Background: an optimization exercise with open tools, aiming at small area. Do not read the settings as production practice.
In this exercise RTL edits were held to simulation tests only and were not proved equivalent to the original.
Power figures rest on the tool's default switching activity, not on a simulated workload. No driver is modelled on the clock port, so clocking that relies on it looks cheaper here than on a real chip.

// conv
module conv(
  input clk,
  input reset,
  input [15:0] pxl_in,
  output [15:0] pxl_out,
  output [9:0] count,
  output valid
);
Size in the first run: ~1300 cells after synthesis, about 960 flip-flops, roughly 45 I/O pins.
Settings: LEC_CHECK=0, ABC_AREA=0, CAP_MARGIN=0, CORE_MARGIN=2, CORE_UTILIZATION=48, CTS_CLUSTER_DIAMETER=150, CTS_CLUSTER_SIZE=25, GPL_TIMING_DRIVEN=0, SLEW_MARGIN=0, SYNTH_HIERARCHICAL=1; clock period 7.5 ns.
standard.sh (not shown) runs the stock make flow with config.mk's settings and CLKGATE_MAP_FILE= SYNTH_SCRIPT=/design/flow/synth_recipe.tcl, a recipe that flattens the netlist after the stock synthesis.
==> flow/flow/run.sh <==
#!/bin/bash
# The standard layout (standard.sh) with two changes: the port buffers are
# the two-strength buffer cell (buf_2), and clock tree synthesis puts up to 33 flip-flops
# (within 90 um) on one leaf buffer (clkbuf_16), builds the levels above the
# leaves from clkbuf_8, and adds no dummy loads.
# ORFS writes each step's full log under orfs/logs/; make's output goes to
# standard.log.
set -euo pipefail
export BUFFER_PORTS_ARGS="-buffer_cell sky130_fd_sc_hd__buf_2"
export CTS_ARGS="-sink_clustering_enable -repair_clock_nets -dont_use_dummy_load -sink_clustering_size 33 -sink_clustering_max_diameter 90 -root_buf sky130_fd_sc_hd__clkbuf_8 -buf_list sky130_fd_sc_hd__clkbuf_8 -sink_clustering_buffer sky130_fd_sc_hd__clkbuf_16"
bash standard.sh > standard.log 2>&1
==> next run, changes <==
==> flow/flow/run.sh (replaced) <==
#!/bin/bash
# The standard layout (standard.sh) with two changes: the port buffers are
# the two-strength buffer cell (buf_2), and clock tree synthesis puts up to 33 flip-flops
# (within 90 um) on one leaf buffer and adds no dummy loads.
# ORFS writes each step's full log under orfs/logs/; make's output goes to
# standard.log.
set -euo pipefail
export BUFFER_PORTS_ARGS="-buffer_cell sky130_fd_sc_hd__buf_2"
export CTS_ARGS="-sink_clustering_enable -repair_clock_nets -dont_use_dummy_load -sink_clustering_size 33 -sink_clustering_max_diameter 90"
bash standard.sh > standard.log 2>&1
Setup slack degrades by 0.054 ns.
Total power increases by about 0.6%.
Area after synthesis is unchanged.
Clock-buffer cell count stays the same.
Wire length barely changes.
==> next run, changes <==
--- a/flow/config.mk
+++ b/flow/config.mk
@@ -10,3 +10,3 @@
 export CORE_MARGIN = 2
-export CORE_UTILIZATION = 48
+export CORE_UTILIZATION = 40
 export CTS_CLUSTER_DIAMETER = 150
Die area increases by 20%.
Routed wire length came out higher by 0.68%.
Synthesized cell count does not change.
Worst hold slack improved by 0.030 ns.
Design area increases by 0.95%.
==> next run, changes <==
==> flow/flow/run.sh (replaced) <==
#!/bin/bash
# The standard layout (standard.sh) with two changes: the port buffers are
# the two-strength buffer cell (buf_2), and clock tree synthesis puts up to 32 flip-flops
# (within 80 um) on one leaf buffer and adds no dummy loads.
# ORFS writes each step's full log under orfs/logs/; make's output goes to
# standard.log.
set -euo pipefail
export BUFFER_PORTS_ARGS="-buffer_cell sky130_fd_sc_hd__buf_2"
export CTS_ARGS="-sink_clustering_enable -repair_clock_nets -dont_use_dummy_load -sink_clustering_size 32 -sink_clustering_max_diameter 80"
bash standard.sh > standard.log 2>&1
After rerunning: The changed run passed the timing, design-rule and antenna checks; power rises slightly; via count is about the same; register-to-register slack is worse by 0.03 ns; synthesized area stays the same; synthesized cell count is unchanged; cell area barely changes; critical path depth does not change; cell count hardly moves; clock skew falls by 0.011 ns.
==> next run, changes <==
==> flow/flow/run.sh (replaced) <==
#!/bin/bash
# The standard layout (standard.sh) with two changes: the port buffers are
# the two-strength buffer cell (buf_2), and clock tree synthesis puts up to 33 flip-flops
# (within 90 um) on one leaf buffer and adds no dummy loads.
# ORFS writes each step's full log under orfs/logs/; make's output goes to
# standard.log.
set -euo pipefail
export BUFFER_PORTS_ARGS="-buffer_cell sky130_fd_sc_hd__buf_2"
export CTS_ARGS="-sink_clustering_enable -repair_clock_nets -dont_use_dummy_load -sink_clustering_size 33 -sink_clustering_max_diameter 90 -root_buf sky130_fd_sc_hd__clkbuf_8 -buf_list sky130_fd_sc_hd__clkbuf_8 -sink_clustering_buffer sky130_fd_sc_hd__clkbuf_16"
bash standard.sh > standard.log 2>&1
--- a/flow/config.mk
+++ b/flow/config.mk
@@ -10,3 +10,3 @@
 export CORE_MARGIN = 2
-export CORE_UTILIZATION = 40
+export CORE_UTILIZATION = 48
 export CTS_CLUSTER_DIAMETER = 150
After rerunning:
- hold slack got worse by 0.013 ns
- sequential share of layout area went up by 1.0 points
- non-clock buffer count drops by 19
- die area is lower by 16%
- first-iteration DRC count came out lower by 14%
- wire length goes down by 0.71%
- flip-flop and latch count stays the same

---

run a:
Another version of the RTL of conv (not shown whole).
Size in the first run: ~960 flip-flops, roughly 0.026 mm^2 of cells after synthesis.
Settings: LEC_CHECK=0, ABC_AREA=0, CAP_MARGIN=0, CORE_MARGIN=2, CORE_UTILIZATION=40, CTS_CLUSTER_DIAMETER=150, CTS_CLUSTER_SIZE=25, GPL_TIMING_DRIVEN=0, SLEW_MARGIN=0, SYNTH_HIERARCHICAL=1; clock period 7.5 ns.
==> flow/flow/run.sh <==
#!/bin/bash
# The standard layout (standard.sh) with two changes: the port buffers are
# the two-strength buffer cell, and clock tree synthesis puts up to 33 flip-flops
# (within 90 um) on one leaf buffer and adds no dummy loads.
# ORFS writes each step's full log under orfs/logs/; make's output goes to
# standard.log.
set -euo pipefail
export BUFFER_PORTS_ARGS="-buffer_cell sky130_fd_sc_hd__buf_2"
export CTS_ARGS="-sink_clustering_enable -repair_clock_nets -dont_use_dummy_load -sink_clustering_size 33 -sink_clustering_max_diameter 90"
bash standard.sh > standard.log 2>&1
Run a finished all stages; the layout is clean.
For run b, these inputs were changed with respect to run a:
- a change of CORE_UTILIZATION from 40 to 55
==> flow/flow/run.sh <==
#!/bin/bash
# The standard layout (standard.sh) with two changes: the port buffers are
# the two-strength buffer cell, and clock tree synthesis puts up to 28 flip-flops
# (within 80 um) on one leaf buffer and adds no dummy loads.
# ORFS writes each step's full log under orfs/logs/; make's output goes to
# standard.log.
set -euo pipefail
export BUFFER_PORTS_ARGS="-buffer_cell sky130_fd_sc_hd__buf_2"
export CTS_ARGS="-sink_clustering_enable -repair_clock_nets -dont_use_dummy_load -sink_clustering_size 28 -sink_clustering_max_diameter 80"
bash standard.sh > standard.log 2>&1
[summary]
Delta (run b minus run a): routed length on met2 increased by 980 um relative to the old numbers, fraction of area in clock buffers and inverters went up 0.64 points, worst hold margin saw a decrease, final worst clock skew shows a reduction of 0.016 ns. In the tables for run a and run b, share of post-route cells with drive strength above 1 reads higher with run b.

==> afterwards: timing with drivers on the ports <==
No port has a modelled driver above. Below, the same layouts with a new extraction and two added sets of constraints.
Step 1, drivers: a clkbuf_16 drives clk and a buf_2 each remaining input, both assumed.
Step 2 adds t to the input delays and takes it off the output delays; t is the mean of the earliest and latest rising clock arrival at the registers after step 1. Input paths then give back, and output paths get back, about the clock's delay inside the block.
Three values: ideal ports, drivers, drivers and shift; two values: the first two.
| run | t (ns) | setup slack, ns | hold slack, ns |
|---|---|---|---|
| the first run of note 1 | 0.700 | 0.215 / 0.244 / -0.456 | 0.282 / 0.282 / 0.282 |
| the second run of note 1 | 0.611 | 0.161 / 0.181 / -0.430 | 0.282 / 0.282 / 0.282 |
| the third run of note 1 | 0.607 | 0.157 / 0.175 / -0.432 | 0.312 / 0.312 / 0.312 |
| the fourth run of note 1 | 0.613 | 0.134 / 0.156 / -0.456 | 0.295 / 0.295 / 0.295 |
| the fifth run of note 1 | 0.700 | 0.215 / 0.244 / -0.456 | 0.282 / 0.282 / 0.282 |
| run a | 0.623 | 0.186 / 0.213 / -0.411 | 0.309 / 0.308 / 0.308 |
| run b | 0.617 | 0.193 / 0.215 / -0.402 | 0.303 / 0.303 / 0.303 |
With both steps, setup timing fails in every run listed, where it was met with ideal ports.
